What follows belongs to an exercise in optimizing a design on an open flow for small area and a short achievable clock period; a production flow would make more cautious choices. In this exercise RTL edits were held to simulation tests only and were not proved equivalent to the original.

==> flow/design.v (outline; a module is shown in full before it is edited, if it fits) <==
// module Division: 50 lines
// module Mul: 868 lines
// module RISCV_Top: 181 lines
module RISCV_Top(
    input clk,
    input rst,
    output [31:0] imem_addr,
    input  [31:0] imem_rdata,
    output [31:0] dmem_addr,
    output [31:0] dmem_wdata,
    output dmem_we,
    input  [31:0] dmem_rdata,
    output [31:0] ResultW
);
  // ...
==> flow/flow/run.sh <==
#!/bin/bash
set -euo pipefail
bash standard.sh SETUP_SLACK_MARGIN=197 finish > standard_make.log 2>&1
==> flow/standard.sh <==
#!/bin/bash
# synth_recipe.tcl (not shown) runs the flow's synth.tcl, then flattens the netlist and writes it again
# the make line also repeats each setting of config.mk as NAME=value (left out here)
make -C /OpenROAD-flow-scripts/flow DESIGN_CONFIG=/design/flow/config.mk WORK_HOME=/design/flow/orfs CLKGATE_MAP_FILE= SYNTH_SCRIPT=/design/flow/synth_recipe.tcl "${@:-finish}"
==> flow/config.mk <==
export PLATFORM = sky130hd
export DESIGN_NAME = RISCV_Top
export DESIGN_NICKNAME = RISCV_Top
export VERILOG_FILES = /design/flow/design.v
export SDC_FILE = /design/flow/constraint.sdc
export NUM_CORES = 4
export LEC_CHECK = 0
export ABC_AREA = 1
export CAP_MARGIN = 20
export CORE_MARGIN = 2
export CORE_UTILIZATION = 40
export SLEW_MARGIN = 20
==> flow/constraint.sdc <==
create_clock -name core_clock -period 250.0 [get_ports {clk}]
set_input_delay 50.0000 -clock core_clock [delete_from_list [all_inputs] [get_ports {clk}]]
set_output_delay 50.0000 -clock core_clock [all_outputs]
set_load 0.01 [all_outputs]
==> results.toml, run 1 <==
[critical_path]
crit_fanout = 34
reg2reg_from = "fBM"
crit_type = "reg -> out"
start_kind = "flop"
endpoint_kind = "output pin"
path_depth = 1
crit_family = "buffers and inverters"

[synth]
ys_types = 84
synth_top_family_by_area = "compound AO/OA/AOI/OAI gates"
synth_fp_nets = 17200
muxShareOfSynthArea_pct = 0.451
synth_cells = 15900
ys_seq_area_share_pct = 30.9
synth_top_area_share_pct = 24.1
synthTopCellsByArea = "edfxtp_1, ha_1, nand2_1, a21oi_1, o21ai_0"

[placement]
hpwl_um = 382000
port_buffers = 193

[drt]
route.met2.wl_um = 244000
drtIter0Drc = 14900
vias = 123000

[floorplanning]
start_util_pct = 40.2
die_w_um = 560
core_mm2 = 0.308

[min_path]
min_path_cells = 0
holdCritPathClass = "reg -> reg"

[grt]
grt_pass1_wl_um = 782000

[final_layout]
finish.instance_area_mm2 = 0.143
seq_area_mm2 = 0.0384
final_nets = 17500
area_delta_synth_final_pct = 15.4
largest_cell_class = "multi-input combinational cells"
drive_above_1_share_pct = 12.3
largest_register_ffs = 992

[cts]
ctsHoldBuffers = 0
tritoncts = "done"
cts_made_buffers = 151

[outcome]
status = "complete, no violations"

[timing]
hold_viol = 0

[flow_run]
cap_violations = 0
==> module RISCV_Top, before the edit <==
module RISCV_Top(
    input clk,
    input rst,
    output [31:0] imem_addr,
    input  [31:0] imem_rdata,
    output [31:0] dmem_addr,
    output [31:0] dmem_wdata,
    output dmem_we,
    input  [31:0] dmem_rdata,
    output [31:0] ResultW
);
    reg  [31:0] PCF;
    reg  [6:0]  InstrOpD;
    reg  [31:7] InstrHiD;
    reg  [31:0] PCD;
    wire [31:0] InstrD = {InstrHiD, InstrOpD};
    wire        PCSrcE;
    wire [31:0] PCTargetE;
    wire [31:0] PCNext = PCSrcE ? PCTargetE : PCF + 32'd4;
    always @(posedge clk or posedge rst) begin
        if (rst) begin
            PCF         <= 32'd0;
            InstrOpD    <= 7'd0;
        end else begin
            PCF         <= {PCNext[31:1], 1'b0};
            InstrOpD    <= imem_rdata[6:0];
        end
    end
    always @(posedge clk) begin
        InstrHiD     <= imem_rdata[31:7];
        PCD          <= PCF;
    end
    assign imem_addr = PCF;
    wire [6:0] op     = InstrD[6:0];
    wire [2:0] funct3 = InstrD[14:12];
    wire [6:0] funct7 = InstrD[31:25];
    wire [4:0] rs1D   = InstrD[19:15];
    wire [4:0] rs2D   = InstrD[24:20];
    wire [4:0] rdD    = InstrD[11:7];
    wire isLoad   = (op == 7'b0000011);
    wire isOpImm  = (op == 7'b0010011);
    wire isOp     = (op == 7'b0110011);
    wire isStore  = (op == 7'b0100011);
    wire isBranch = (op == 7'b1100011);
    wire RegWriteD = isLoad | isOpImm | isOp;
    wire ALUSrcD   = isLoad | isStore | isOpImm;
    wire f7_0 = funct7[0];
    wire f7_5 = funct7[5];
    wire r_and  = isOp & (funct3 == 3'b111);
    wire r_sltu = isOp & (funct3 == 3'b010);
    wire r_sll  = isOp & (funct3 == 3'b001);
    wire r_rem  = isOp & (funct3 == 3'b110) &  f7_0;
    wire r_or   = isOp & (funct3 == 3'b110) & ~f7_0;
    wire r_srl  = isOp & (funct3 == 3'b101);
    wire r_div  = isOp & (funct3 == 3'b100) &  f7_0;
    wire r_xor  = isOp & (funct3 == 3'b100) & ~f7_0;
    wire r_mul  = isOp & (funct3 == 3'b000) & ~f7_5 &  f7_0;
    wire r_sub  = isOp & (funct3 == 3'b000) &  f7_5 & ~f7_0;
    wire subD   = isBranch | r_sub | r_sltu;
    wire addsubD = ~(r_and | r_sltu | r_sll | r_rem | r_or | r_srl | r_div |
                     r_xor | r_mul);
    reg  [31:0] regs [1:31];
    reg  [31:1] valid;
    wire [31:0] RD1D = (rs1D != 5'd0 && valid[rs1D]) ? regs[rs1D] : 32'd0;
    wire [31:0] RD2D = (rs2D != 5'd0 && valid[rs2D]) ? regs[rs2D] : 32'd0;
    wire [31:0] immI = {{20{InstrD[31]}}, InstrD[31:20]};
    wire [31:0] immS = {{20{InstrD[31]}}, InstrD[31:25], InstrD[11:7]};
    wire [31:0] immB = {{20{InstrD[31]}}, InstrD[7], InstrD[30:25], InstrD[11:8], 1'b0};
    wire [31:0] BopD = ALUSrcD ? (isStore ? immS : immI) : RD2D;
    reg         RegWriteE, MemWriteE, ResultSrcE, BranchE;
    reg         subE, addsubE, mulE, divE, remE, xorE, orE, andE, sltuE, sllE, srlE;
    reg  [4:0]  RDE;
    reg  [31:0] RD1E, BopE, RD2E, PCTargetE_r;
    reg         fAM, fAW, fBM, fBW, fSM, fSW;
    reg         RegWriteM, MemWriteM, ResultSrcM;
    reg  [4:0]  RDM;
    reg  [31:0] ALUResultM, WriteDataM;
    reg         RegWriteW;
    reg  [4:0]  RDW;
    reg  [31:0] ResultW_r;
    wire mA = RegWriteE & (RDE != 5'd0) & (RDE == rs1D);
    wire wA = RegWriteM & (RDM != 5'd0) & (RDM == rs1D);
    wire mB = RegWriteE & (RDE != 5'd0) & (RDE == rs2D);
    wire wB = RegWriteM & (RDM != 5'd0) & (RDM == rs2D);
    always @(posedge clk or posedge rst) begin
        if (rst) begin
            RegWriteE <= 1'b0; MemWriteE <= 1'b0; ResultSrcE <= 1'b0;
            BranchE <= 1'b0;
            subE <= 1'b0; addsubE <= 1'b0; mulE <= 1'b0; divE <= 1'b0;
            remE <= 1'b0; xorE <= 1'b0; orE <= 1'b0; andE <= 1'b0;
            sltuE <= 1'b0; sllE <= 1'b0; srlE <= 1'b0;
        end else begin
            RegWriteE <= RegWriteD; MemWriteE <= isStore; ResultSrcE <= isLoad;
            BranchE <= isBranch;
            subE <= subD; addsubE <= addsubD; mulE <= r_mul; divE <= r_div;
            remE <= r_rem; xorE <= r_xor; orE <= r_or; andE <= r_and;
            sltuE <= r_sltu; sllE <= r_sll; srlE <= r_srl;
        end
    end
    always @(posedge clk) begin
        RDE <= rdD;
        RD1E <= RD1D; BopE <= BopD; RD2E <= RD2D;
        PCTargetE_r <= PCD + immB;
        fAM <= mA; fAW <= ~mA & wA;
        fBM <= ~ALUSrcD & mB; fBW <= ~ALUSrcD & ~mB & wB;
        fSM <= mB; fSW <= ~mB & wB;
    end
    wire [31:0] SrcA  = fAM ? ALUResultM : fAW ? ResultW_r : RD1E;
    wire [31:0] SrcB  = fBM ? ALUResultM : fBW ? ResultW_r : BopE;
    wire [31:0] WData = fSM ? ALUResultM : fSW ? ResultW_r : RD2E;
    wire [31:0] Div, Rem;
    Division DIV (.A(SrcA), .B(SrcB), .Div(Div), .Rem(Rem));
    wire [31:0] sum;
    wire        cout;
    assign {cout, sum} = {1'b0, SrcA} + {1'b0, subE ? ~SrcB : SrcB} + {32'd0, subE};
    wire [31:0] prod;
    Mul MUL (.A(SrcA), .B(SrcB), .P(prod));
    wire        big = |SrcB[31:5];
    wire [31:0] SrcAr;
    genvar gi;
    generate
        for (gi = 0; gi < 32; gi = gi + 1) begin : rev_a
            assign SrcAr[gi] = SrcA[31-gi];
        end
    endgenerate
    wire [31:0] shin = sllE ? SrcAr : SrcA;
    wire [31:0] shr  = shin >> SrcB[4:0];
    wire [31:0] shl;
    generate
        for (gi = 0; gi < 32; gi = gi + 1) begin : rev_s
            assign shl[gi] = shr[31-gi];
        end
    endgenerate
    wire [31:0] ALUResultE =
          ({32{addsubE}} & sum)
        | ({32{mulE}}    & prod)
        | ({32{divE}}    & Div)
        | ({32{remE}}    & Rem)
        | ({32{xorE}}    & (SrcA ^ SrcB))
        | ({32{orE}}     & (SrcA | SrcB))
        | ({32{andE}}    & (SrcA & SrcB))
        | ({32{sltuE}}   & {31'd0, ~cout})
        | ({32{sllE & ~big}} & shl)
        | ({32{srlE & ~big}} & shr);
    assign PCSrcE    = BranchE & ~|sum;
    assign PCTargetE = PCTargetE_r;
    always @(posedge clk or posedge rst) begin
        if (rst) begin
            RegWriteM <= 1'b0; MemWriteM <= 1'b0; ResultSrcM <= 1'b0;
            ALUResultM <= 32'd0;
        end else begin
            RegWriteM <= RegWriteE; MemWriteM <= MemWriteE; ResultSrcM <= ResultSrcE;
            ALUResultM <= ALUResultE;
        end
    end
    always @(posedge clk) begin
        RDM <= RDE;
        WriteDataM <= WData;
    end
    always @(posedge clk or posedge rst) begin
        if (rst) begin
            RegWriteW <= 1'b0;
            ResultW_r <= 32'd0;
        end else begin
            RegWriteW <= RegWriteM;
            ResultW_r <= ResultSrcM ? dmem_rdata : ALUResultM;
        end
    end
    always @(posedge clk) RDW <= RDM;
    assign dmem_addr  = ALUResultM;
    assign dmem_wdata = WriteDataM;
    assign dmem_we    = MemWriteM;
    assign ResultW    = ResultW_r;
    always @(posedge clk or posedge rst) begin
        if (rst) valid <= 31'd0;
        else if (RegWriteW && RDW != 5'd0) valid[RDW] <= 1'b1;
    end
    always @(posedge clk) begin
        if (RegWriteW && RDW != 5'd0) regs[RDW] <= ResultW_r;
    end
endmodule
==> run 2, diff against run 1 <==
--- a/flow/design.v
+++ b/flow/design.v
@@ -997,7 +997,9 @@
     reg  [4:0]  RDM;
     reg  [31:0] ALUResultM, WriteDataM;
+    reg  [31:0] ALUResultMi;    
     reg         RegWriteW;
     reg  [4:0]  RDW;
     reg  [31:0] ResultW_r;
+    reg  [31:0] ResultWi;       
     wire mA = RegWriteE & (RDE != 5'd0) & (RDE == rs1D);
     wire wA = RegWriteM & (RDM != 5'd0) & (RDM == rs1D);
@@ -1027,7 +1029,7 @@
         fSM <= mB; fSW <= ~mB & wB;
     end
-    wire [31:0] SrcA  = fAM ? ALUResultM : fAW ? ResultW_r : RD1E;
-    wire [31:0] SrcB  = fBM ? ALUResultM : fBW ? ResultW_r : BopE;
-    wire [31:0] WData = fSM ? ALUResultM : fSW ? ResultW_r : RD2E;
+    wire [31:0] SrcA  = fAM ? ALUResultMi : fAW ? ResultWi : RD1E;
+    wire [31:0] SrcB  = fBM ? ALUResultMi : fBW ? ResultWi : BopE;
+    wire [31:0] WData = fSM ? ALUResultMi : fSW ? ResultWi : RD2E;
     wire [31:0] Div, Rem;
     Division DIV (.A(SrcA), .B(SrcB), .Div(Div), .Rem(Rem));
@@ -1076,4 +1078,5 @@
     end
     always @(posedge clk) begin
+        ALUResultMi <= ALUResultE;
         RDM <= RDE;
         WriteDataM <= WData;
@@ -1088,5 +1091,8 @@
         end
     end
-    always @(posedge clk) RDW <= RDM;
+    always @(posedge clk) begin
+        RDW <= RDM;
+        ResultWi <= ResultSrcM ? dmem_rdata : ALUResultMi;
+    end
     assign dmem_addr  = ALUResultM;
     assign dmem_wdata = WriteDataM;
@@ -1098,5 +1104,5 @@
     end
     always @(posedge clk) begin
-        if (RegWriteW && RDW != 5'd0) regs[RDW] <= ResultW_r;
+        if (RegWriteW && RDW != 5'd0) regs[RDW] <= ResultWi;
     end
 endmodule
==> flow/flow/run.sh (replaced) <==
#!/bin/bash
set -euo pipefail
bash standard.sh SETUP_SLACK_MARGIN=198 SKIP_PIN_SWAP=1 SKIP_GATE_CLONING=1 finish > standard_make.log 2>&1
--- a/flow/config.mk
+++ b/flow/config.mk
@@ -10,3 +10,4 @@
 export CORE_MARGIN = 2
 export CORE_UTILIZATION = 40
+export CTS_BUF_LIST = sky130_fd_sc_hd__clkbuf_4 sky130_fd_sc_hd__clkbuf_8
 export SLEW_MARGIN = 20
==> run 2 against run 1 <==
Effect of this change: final cell count increased by 2.9%; largest cell class unchanged; critical path depth did not move; clock-buffer cell count up 135; synthesized cell count increased by 2.3%; still clean; non-clock buffer count rose by 21.
==> results.toml, run 2 <==
[outcome]
status = "complete, no violations"

[placement]
hpwl_um = 404000
dp.cells = 20200
gp_congestion = 1.07
port_buffers = 193
place_ws_ns = 183.41

[critical_path]
cp_slowest_stage_delay_ns = 0.56
endpoint_kind = "output pin"
crit_start = "ResultW_r[11]"
reg2reg_from = "fBM"
crit_fanout = 1
cp_num_buf_inv = 1
worstPathRequired_ns = 200.00
crit_slowest_cell = "clkdlybuf4s50_1"
crit_chain = "clkdlybuf4s50_1"
start_kind = "flop"
arrival_ns = 1.92
crit_type = "reg -> out"
crit_family = "buffers and inverters"

[timing]
timing.final.ws_setup_ns = 198.08
skew_ns = 0.114
final_max_slew_viol_count = 0
tightest_slew_ns = 1.36
max_freq_mhz = 19.3
tns_ns = 0
finalCritPeriodShare_pct = 20.8
slew_headroom_pct = 9.13
rsz0062_at_grt = "false"
setup_viol = 0
hold_viol = 0
min_period_ns = 51.92
whs_ns = 0.345

[min_path]
hp-start = "MemWriteE"
holdCritPathClass = "reg -> reg"

[final_layout]
fin_cells = 21000
largest_register_ffs = 992
top_register = "regs"
nFillCells = 31100
area_delta_synth_final_pct = 14.9
final_cell_mix = "nand2_1, inv_1, o21ai_0"
final_nets = 17900
final_common_cell = "nand2_1"
drive_above_1_share_pct = 12.4

[synth]
synthArstFlopShare_pct = 10.5
ys.flop_type = "edfxtp_1"
synth_fp_nets = 17600
synth_warnings = 2
synth_top_cell_by_area = "edfxtp_1"
syn-cell-area_mm2 = 0.126
synth-edff-count = 992
avgSynthCellArea_um2 = 7.72
ys_seq_elements = 1444
synthTopCellsByArea = "edfxtp_1, ha_1, nand2_1, o21ai_0, a21oi_1"
synth_common_cells = "nand2_1, inv_1, o21ai_0, a21oi_1, ha_1"
synth_cells = 16300
synthMostInstantiatedCell = "nand2_1"
ys_seq_area_share_pct = 31.5
synth_top_area_share_pct = 23.7
ys_types = 86

[drt]
vias = 125000
wl_um = 579000
viasPerCell = 5.96
firstDrtPassIters = 8
drtIter0Drc = 14900
route.detailed.drc = 0
routedWlPerCell_um = 27.6
drtAntennaViolNets = 0

[floorplanning]
fp.dieH_um = 564
fp.dieArea_mm2 = 0.318
die_w_um = 564
io_pins = 195
start_util_pct = 40.2
core_mm2 = 0.312
rows = 205

[cts]
h-tree-depth = 4
cts_made_buffers = 230
cts.clk_slew.worst_paths_ns = 0.07
clkLatencyLatePin_ns = 1.03
clkSinkCount = 1444
clock_path_buffers = 4
tritoncts = "done"
cts_root_buf = "clkbuf_8"
ctsHoldBuffers = 0

[grt]
grt_max_degree = 137
overflow = 0
grt_pass1_vias = 116000
grt_pass1_wl_um = 812000
antenna_found_initial = 37
grt_usage_pct = 34.8

[flow_run]
cap_violations = 0
## run 2: path summary, 6_finish.rpt
| kind | to | slack [ns] | depth (start not counted) |
|---|---|---|---|
| setup / recovery | ResultW[11] | 198.08 | 1 |
| hold / removal | MemWriteM | 0.34 | 0 |
| setup reg to reg | ALUResultMi[31] | 200.40 | 349 |
| hold reg to reg | MemWriteM | 0.34 | 0 |
| max in group asynchronous | ALUResultM[20] | 198.94 | 4 |
| min in group asynchronous | subE | 49.64 | 3 |
## run 2: timing repair
action | in CTS | in global routing
pin swaps | 0 | 0
gates resized for setup | 515 | 463
setup buffers | 109 | 192
endpoints found under the setup margin | 123 | 64
## run 2: cell families (layout without fill, tap and decap cells)
| logic type | Yosys count | after routing | synth area share [%] |
|---|---|---|---|
| AND/OR/NAND/NOR | 5220 | 5220 | 17.5 |
| AO/OA/AOI/OAI | 4624 | 4624 | 21.2 |
| buffers and inverters | 2639 | 3164 | 7.97 |
| flip-flops | 1444 | 1444 | 31.5 |
| adder cells (fa/ha/maj) | 1268 | 1268 | 14.2 |
| XOR/XNOR | 1019 | 1019 | 7.12 |
| multiplexers | 51 | 51 | 0.428 |
| other | 1 | 69 | 0.00299 |
## run 2: per-layer routing
| metal | wire, um | vias to the layer above | global-route usage, % |
|---|---|---|---|
| met5 | 81 | - | 0 |
| met4 | 55700 | 12 | 28.4 |
| met3 | 54200 | 1970 | 6.31 |
| met2 | 253000 | 7118 | 54.4 |
| met1 | 216000 | 59300 | 41.8 |
| li1 | - | 56800 | - |
## run 2: stage by stage
stage	instance area, um^2	utilization [%]
CTS	140000	45.0
floorplan	126000	-
global route	144000	46.2
global placement	133000	42.7
detailed placement	133000	42.7
finish	144000	46.2
## run 2: cell type report
class                      count  area [um^2]  area share [%]
antenna                       68          170           0.118
tap                         4140         5180            3.59
multi-input combinational  12200        79800            55.3
clock buffer                 336         4120            2.85
timing repair buffer         854         7470            5.17
clock inverter                88          601           0.416
inverter                    1886         7300            5.06
sequential                  1444        39700            27.5
==> run 3, diff against run 2 <==
==> flow/run.sh (new file) <==
#!/bin/bash
# synth_recipe.tcl (not shown) runs the flow's synth.tcl, then flattens the netlist and writes it again
# the make line also repeats each setting of config.mk as NAME=value (left out here)
make -C /OpenROAD-flow-scripts/flow DESIGN_CONFIG=/design/flow/config.mk WORK_HOME=/design/flow/orfs CLKGATE_MAP_FILE= SYNTH_SCRIPT=/design/flow/synth_recipe.tcl finish
removed: flow/flow/run.sh
removed: flow/standard.sh
==> run 3 against run 2 <==
Effect of this change: routed wire length shrank 3.0%; synthesized area unchanged; clock-buffer cell count fell by 1; clock skew up 0.056 ns; critical path depth is 355 higher; die area stayed put; sequential cell count is the same; maximum frequency shrank 25%; critical path type is now reg -> reg.
==> results.toml, run 3 <==
[timing]
setup_viol = 0
whs_ns = 0.358
max_freq_mhz = 14.4
min_period_ns = 69.38
rsz0062_at_grt = "false"
slew_headroom_pct = 14.6
final_max_slew_viol_count = 0
tightest_slew_ns = 1.28
skew_ns = 0.169
tns_ns = 0
finalCritPeriodShare_pct = 27.8
hold_viol = 0

[final_layout]
top_register = "regs"
largest_register_ffs = 992
postLayoutCoreUtil_pct = 44.3
nFillCells = 31400
final_nets = 17600
final_cell_mix = "nand2_1, inv_1, o21ai_0"
drive_above_1_share_pct = 7.47
area_delta_synth_final_pct = 10.1
final_common_cell = "nand2_1"
fin_cells = 20700
seq_area_mm2 = 0.0396
multi_input_area_mm2 = 0.0767

[synth]
ys_seq_elements = 1444
ys_seq_area_share_pct = 31.5
ys.flop_type = "edfxtp_1"
synthMostInstantiatedCell = "nand2_1"
synthTopCellsByArea = "edfxtp_1, ha_1, nand2_1, o21ai_0, a21oi_1"
synth_common_cells = "nand2_1, inv_1, o21ai_0, a21oi_1, ha_1"
synthArstFlopShare_pct = 10.5
synth_fp_nets = 17600
syn-cell-area_mm2 = 0.126
synth_cells = 16300
synth-edff-count = 992
avgSynthCellArea_um2 = 7.72
synth_top_area_share_pct = 23.7
ys_types = 86
synth_top_cell_by_area = "edfxtp_1"
synth_warnings = 2

[grt]
grt_pass1_vias = 114000
antenna_found_initial = 44
overflow = 0
grt_usage_pct = 34.0
grt_pass1_wl_um = 797000
grt_max_degree = 187

[drt]
routedWlPerCell_um = 27.2
vias = 123000
wl_um = 562000
drtAntennaViolNets = 0
firstDrtPassIters = 6
drtIter0Drc = 14400
route.detailed.drc = 0
viasPerCell = 5.93

[cts]
tritoncts = "done"
post_cts_resized = 0
clkLatencyLatePin_ns = 1.05
post-cts-setup-buffer-count = 0
h-tree-depth = 4
cts.clk_slew.worst_paths_ns = 0.06
ctsHoldBuffers = 0
clock_path_buffers = 4
clkSinkCount = 1444
cts_made_buffers = 229
cts_root_buf = "clkbuf_8"

[critical_path]
worstPathRequired_ns = 250.83
cp_num_buf_inv = 50
start_kind = "flop"
crit_slowest_cell = "clkinv_1"
reg2reg_from = "fBW"
arrival_ns = 70.21
crit_fanout = 41
crit_family = "compound AO/OA/AOI/OAI gates"
crit_top_cell = "nand2_1"
crit_start = "fBW"
cp_slowest_stage_delay_ns = 0.97
endpoint_kind = "flop"
crit_type = "reg -> reg"

[floorplanning]
die_w_um = 564
core_mm2 = 0.312
start_util_pct = 40.2
io_pins = 195
rows = 205
fp.dieH_um = 564
fp.dieArea_mm2 = 0.318

[placement]
hpwl_um = 396000
port_buffers = 193
gp_congestion = 1.08
dp.cells = 20200

[min_path]
holdCritPathClass = "reg -> reg"
hp-start = "ResultSrcE"

[outcome]
status = "complete, no violations"

[flow_run]
cap_violations = 0
run 3: cell count changes in the layout (fill, tap and decap cells not counted), sizes merged:
cell / before / now
buf: 657 / 348
clkdlybuf4s50: 140 / 193
dlygate4sd2: 53 / 0
diode: 68 / 34
clkinvlp: 29 / 3
inv: 1847 / 1868
bufinv: 7 / 14
clkbuf: 340 / 335
clkinv: 91 / 88
run 3: layer usage:
| layer | routed length [um] | part of all wire, % | track usage, % |
|---|---|---|---|
| met3 | 52000 | 9.2 | 6.36 |
| met4 | 50200 | 8.9 | 26.7 |
| met2 | 251000 | 45 | 54.1 |
| met1 | 209000 | 37 | 40.6 |
| met5 | 179 | 0.032 | 0 |
run 3: worst reg2reg max path, delay by kind of cell, from the launching register on:
family                   cells  cell delay (ns)
AO/OA/AOI/OAI              130            28.08
buffers and inverters       50            10.42
AND/OR/NAND/NOR            157            24.27
flip-flops                   1             0.31
adder cells (fa/ha/maj)     19             6.21
run 3: logic make-up after synthesis:
| family | share of synthesized area [%] |
|---|---|
| XOR/XNOR | 7.12 |
| AO/OA/AOI/OAI | 21.2 |
| buffers and inverters | 7.97 |
| adder cells (fa/ha/maj) | 14.2 |
| flip-flops | 31.5 |
| multiplexers | 0.428 |
| AND/OR/NAND/NOR | 17.5 |
| other | 0.00299 |
run 3: final cells by class:
type                            instances  share of cell area (%)
Inverter                             1886                    5.15
Sequential cell                      1444                    28.7
Timing Repair Buffer                  541                    3.33
Clock inverter                         87                   0.550
Tap cell                             4140                    3.75
Clock buffer                          335                    3.00
Multi-Input combinational cell      12200                    55.5
Antenna cell                           34                  0.0615
run 3: final timing paths:
check	to	slack, ns	depth (start not counted)
max in group asynchronous	ALUResultM[29]	198.74	4
hold reg to reg	ResultSrcM	0.36	0
min in group asynchronous	PCF[31]	49.56	2
setup reg to reg	ALUResultM[28]	180.63	356
hold / removal	ResultSrcM	0.36	0
setup / recovery	ALUResultM[28]	180.63	356
run 3: through the flow:
stage / worst slack (ns) / cell area [um^2]
2_1_floorplan: 195.91 / 126000
3_3_place_gp: 183.71 / 133000
3_5_place_dp: 182.72 / 133000
4_1_cts: 182.55 / 138000
5_1_grt: 174.84 / 138000
6_report: 180.63 / 138000
==> module Division, before the edit <==
module Division(
    input  [31:0] A, B,
    output [31:0] Div, Rem
);
    wire [31:0] ua = A[31] ? -A : A;
    wire [31:0] ub = B[31] ? -B : B;
    wire [33:0] b3 = {2'b00, ub} + {1'b0, ub, 1'b0};
    wire [31:0] quo;
    wire [31:0] rr [0:16];
    assign rr[0] = 32'd0;
    genvar j;
    generate
        for (j = 0; j < 16; j = j + 1) begin : step
            localparam W = 2*j + 2;
            wire [W-1:0] t;
            if (j == 0) begin : t0
                assign t = ua[31:30];
            end else begin : tj
                assign t = {rr[j][W-3:0], ua[31-2*j:30-2*j]};
            end
            wire z1, z2, z3;
            if (j == 15) begin : h15
                assign z1 = 1'b1;
                assign z2 = ~ub[31];
                assign z3 = ~|b3[33:32];
            end else begin : hj
                assign z1 = ~|ub[31:W];
                assign z2 = ~|ub[31:W-1];
                assign z3 = ~|b3[33:W];
            end
            wire [W:0] d1 = {1'b0, t} - {1'b0, ub[W-1:0]};
            wire [W:0] d2 = {1'b0, t} - {1'b0, ub[W-2:0], 1'b0};
            wire [W:0] d3 = {1'b0, t} - {1'b0, b3[W-1:0]};
            wire g1 = z1 & ~d1[W];
            wire g2 = z2 & ~d2[W];
            wire g3 = z3 & ~d3[W];
            assign quo[31-2*j] = g2;
            assign quo[30-2*j] = g3 | (g1 & ~g2);
            wire [W-1:0] rn = g3 ? d3[W-1:0] : g2 ? d2[W-1:0] : g1 ? d1[W-1:0] : t;
            if (j == 15) begin : r15
                assign rr[16] = rn;
            end else begin : rj
                assign rr[j+1] = {{(32-W){1'b0}}, rn};
            end
        end
    endgenerate
    wire bz = ~|B;
    assign Div = bz ? 32'hFFFFFFFF : ((A[31] ^ B[31]) ? -quo : quo);
    assign Rem = A[31] ? -rr[16] : rr[16];
endmodule
==> run 4, diff against run 3 <==
--- a/flow/design.v
+++ b/flow/design.v
@@ -2,5 +2,6 @@
 module Division(
     input  [31:0] A, B,
-    output [31:0] Div, Rem
+    input         IsDiv,
+    output [31:0] Y
 );
     wire [31:0] ua = A[31] ? -A : A;
@@ -46,7 +47,9 @@
         end
     endgenerate
-    wire bz = ~|B;
-    assign Div = bz ? 32'hFFFFFFFF : ((A[31] ^ B[31]) ? -quo : quo);
-    assign Rem = A[31] ? -rr[16] : rr[16];
+    wire        bz  = ~|B;
+    wire [31:0] mag = IsDiv ? quo : rr[16];
+    wire        neg = A[31] ^ (IsDiv & B[31]);
+    wire [31:0] sgd = neg ? -mag : mag;
+    assign Y = (IsDiv & bz) ? 32'hFFFFFFFF : sgd;
 endmodule
 `timescale 1ns / 1ps
@@ -1032,6 +1035,6 @@
     wire [31:0] SrcB  = fBM ? ALUResultMi : fBW ? ResultWi : BopE;
     wire [31:0] WData = fSM ? ALUResultMi : fSW ? ResultWi : RD2E;
-    wire [31:0] Div, Rem;
-    Division DIV (.A(SrcA), .B(SrcB), .Div(Div), .Rem(Rem));
+    wire [31:0] DivRem;
+    Division DIV (.A(SrcA), .B(SrcB), .IsDiv(divE), .Y(DivRem));
     wire [31:0] sum;
     wire        cout;
@@ -1058,6 +1061,5 @@
           ({32{addsubE}} & sum)
         | ({32{mulE}}    & prod)
-        | ({32{divE}}    & Div)
-        | ({32{remE}}    & Rem)
+        | ({32{divE | remE}} & DivRem)
         | ({32{xorE}}    & (SrcA ^ SrcB))
         | ({32{orE}}     & (SrcA | SrcB))
==> flow/flow/run.sh (new file) <==
#!/bin/bash
set -euo pipefail
bash standard.sh SETUP_SLACK_MARGIN=198 SKIP_PIN_SWAP=1 SKIP_GATE_CLONING=1 finish > standard_make.log 2>&1
==> flow/standard.sh (new file) <==
#!/bin/bash
# synth_recipe.tcl (not shown) runs the flow's synth.tcl, then flattens the netlist and writes it again
# the make line also repeats each setting of config.mk as NAME=value (left out here)
make -C /OpenROAD-flow-scripts/flow DESIGN_CONFIG=/design/flow/config.mk WORK_HOME=/design/flow/orfs CLKGATE_MAP_FILE= SYNTH_SCRIPT=/design/flow/synth_recipe.tcl "${@:-finish}"
removed: flow/run.sh
==> run 4 against run 3 <==
Effect of this change: critical path depth down 355; highest routed layer unchanged; first-iteration DRC count up 4.5%; clock skew rose by 0.0035 ns; maximum frequency up 33%.
==> results.toml, run 4 <==
[timing]
tightest_slew_ns = 1.29
hold_viol = 0
setup_viol = 0
rsz0062_at_grt = "false"
final_max_slew_viol_count = 0
slew_headroom_pct = 12.8
finalCritPeriodShare_pct = 20.8
min_period_ns = 51.98
skew_ns = 0.173
whs_ns = 0.349
tns_ns = 0
max_freq_mhz = 19.2

[cts]
clock_path_buffers = 4
tritoncts = "done"
cts_made_buffers = 234
h-tree-depth = 4
clkSinkCount = 1444
cts_root_buf = "clkbuf_8"
cts.clk_slew.worst_paths_ns = 0.07
clkLatencyLatePin_ns = 1.05

[synth]
synth_cells = 16100
avgSynthCellArea_um2 = 7.77
synth_common_cells = "nand2_1, inv_1, a21oi_1, o21ai_0, ha_1"
ys_seq_area_share_pct = 31.6
syn-cell-area_mm2 = 0.125
synthTopCellsByArea = "edfxtp_1, ha_1, nand2_1, a21oi_1, o21ai_0"
ys_types = 88
synth_warnings = 2
synth_top_cell_by_area = "edfxtp_1"
synth_fp_nets = 17500
synth-edff-count = 992
synthArstFlopShare_pct = 10.5
ys.flop_type = "edfxtp_1"
synthMostInstantiatedCell = "nand2_1"
synth_top_area_share_pct = 23.8
ys_seq_elements = 1444

[critical_path]
worstPathRequired_ns = 200.00
crit_family = "buffers and inverters"
start_kind = "flop"
cp_num_buf_inv = 1
cp_slowest_stage_delay_ns = 0.58
crit_chain = "clkdlybuf4s50_1"
crit_fanout = 2
crit_type = "reg -> out"
endpoint_kind = "output pin"
crit_slowest_cell = "clkdlybuf4s50_1"
arrival_ns = 1.98

[drt]
wl_um = 545000
firstDrtPassIters = 6
vias = 122000
routedWlPerCell_um = 26.2
drtIter0Drc = 15000
viasPerCell = 5.89
route.detailed.drc = 0
drtAntennaViolNets = 0

[floorplanning]
core_mm2 = 0.312
fp.dieArea_mm2 = 0.318
die_w_um = 564
rows = 205
fp.dieH_um = 564
start_util_pct = 40.2
io_pins = 195

[placement]
dp.cells = 20000
port_buffers = 193
gp_congestion = 1.03
hpwl_um = 377000

[final_layout]
final_cell_mix = "nand2_1, inv_1, a21oi_1"
largest_register_ffs = 992
postLayoutCoreUtil_pct = 46.0
nFillCells = 31100
final_nets = 17800
drive_above_1_share_pct = 12.9
top_register = "regs"
area_delta_synth_final_pct = 14.5
final_common_cell = "nand2_1"
fin_cells = 20800

[grt]
grt_pass1_vias = 113000
grt_usage_pct = 32.8
grt_max_degree = 161
antenna_found_initial = 23
grt_pass1_wl_um = 774000
overflow = 0

[outcome]
status = "complete, no violations"

[flow_run]
cap_violations = 0

[min_path]
holdCritPathClass = "reg -> reg"
==> run 4: cell count changes after synthesis, moves of 19 or more <==
| cell | previous run | this run |
|---|---|---|
| inv_1 | 1808 | 1682 |
| a221oi_1 | 134 | 190 |
| xor2_1 | 762 | 706 |
| nor2_1 | 945 | 891 |
| nand2_2 | 50 | 90 |
| o21ai_0 | 1578 | 1540 |
| nand3_1 | 839 | 873 |
| or2_2 | 148 | 180 |
| xnor2_1 | 255 | 286 |
| o21bai_1 | 157 | 131 |
| clkbuf_1 | 596 | 575 |
| nand4_1 | 82 | 103 |
| nand2_1 | 2943 | 2963 |
| o21ai_1 | 143 | 124 |
==> run 4: logic make-up after synthesis <==
logic type	count (synthesis)	share of synthesized area [%]
simple gates	5326	18.2
compound gates	4531	20.8
buf+inv	2520	7.73
flops	1444	31.6
fa+ha+maj	1267	14.2
xor+xnor	996	6.99
mux	49	0.409
other cells	1	0.00299
==> run 4: per-layer routing <==
layer	routed length [um]	global-route usage (%)	up-vias
li1	-	-	56400
met1	223000	44.5	58300
met2	233000	49.8	6473
met3	52300	5.09	1305
met4	36400	18.5	8
met5	50	0	-
==> run 4: layout make-up <==
class	count	area (um^2)	share of cell area, %
repair buffers	807	7240	5.05
diodes	28	70.1	0.0488
multi-input cells	12200	79500	55.4
clock buffers	358	4410	3.07
flip-flops and latches	1444	39700	27.7
well taps	4140	5180	3.61
clock inverters	76	553	0.385
inverters	1761	6870	4.79
==> run 4: timing repair <==
action / CTS / global route
gates resized for setup: 387 / 530
hold buffers: 0 / 0
setup endpoints to repair: 105 / 64
buffers inserted: 82 / 194
==> run 4: final timing paths <==
kind,start,endpoint,slack [ns],depth (start not counted)
hold reg to reg,ResultSrcE,ResultSrcM,0.35,0
max in group asynchronous,rst,ALUResultM[0],198.85,4
setup / recovery,ALUResultM[9],dmem_addr[9],198.02,1
hold / removal,ResultSrcE,ResultSrcM,0.35,0
setup reg to reg,fBM,ALUResultM[31],200.86,360
min in group asynchronous,rst,xorE,49.59,3
==> run 4: metrics by stage <==
stage	worst slack [ns]	cell area [um^2]
after floorplan	198.08	125000
after global placement	187.83	133000
after detailed placement	187.10	133000
after CTS	198.00	139000
after global routing	197.55	143000
final	198.02	144000

what the ideal ports hide:
In the flow no input, the clock included, has a driving cell. The finished layouts below were timed again as built, in two steps.
Step 1 (the two cells are an assumption about what drives the block):
set clk [get_ports {clk}]
set_driving_cell -lib_cell sky130_fd_sc_hd__clkbuf_16 $clk
set_driving_cell -lib_cell sky130_fd_sc_hd__buf_2 [delete_from_list [all_inputs] $clk]
Step 2, shift: input delay + t, output delay - t, t = (earliest + latest rising clock arrival at the registers) / 2. This alone moves slack from input paths to output paths.
a / b / c = ideal / step 1 / step 2; a / b = the first two.
run	shift t [ns]	slack for setup (ns)	worst setup path after step 2	worst register clock-pin slew, ns	worst data-port slew with drivers (ns)
run 1	0.883	197.498 / 197.414 / 197.025	input, reset recovery	0.09 / 0.09	0.11
run 2	1.058	198.083 / 197.996 / 197.947	input, reset recovery	0.08 / 0.08	0.18
run 3	1.052	180.625 / 180.625 / 180.625	register to register	0.08 / 0.08	0.11
run 4	1.024	198.022 / 197.962 / 197.863	input, reset recovery	0.08 / 0.08	0.08
After both steps setup and hold are still met in every run listed. For run 1, which loses most, drivers alone change the setup slack by -0.084 ns; drivers and shift together by -0.473 ns. Setup slack includes reset recovery checks.
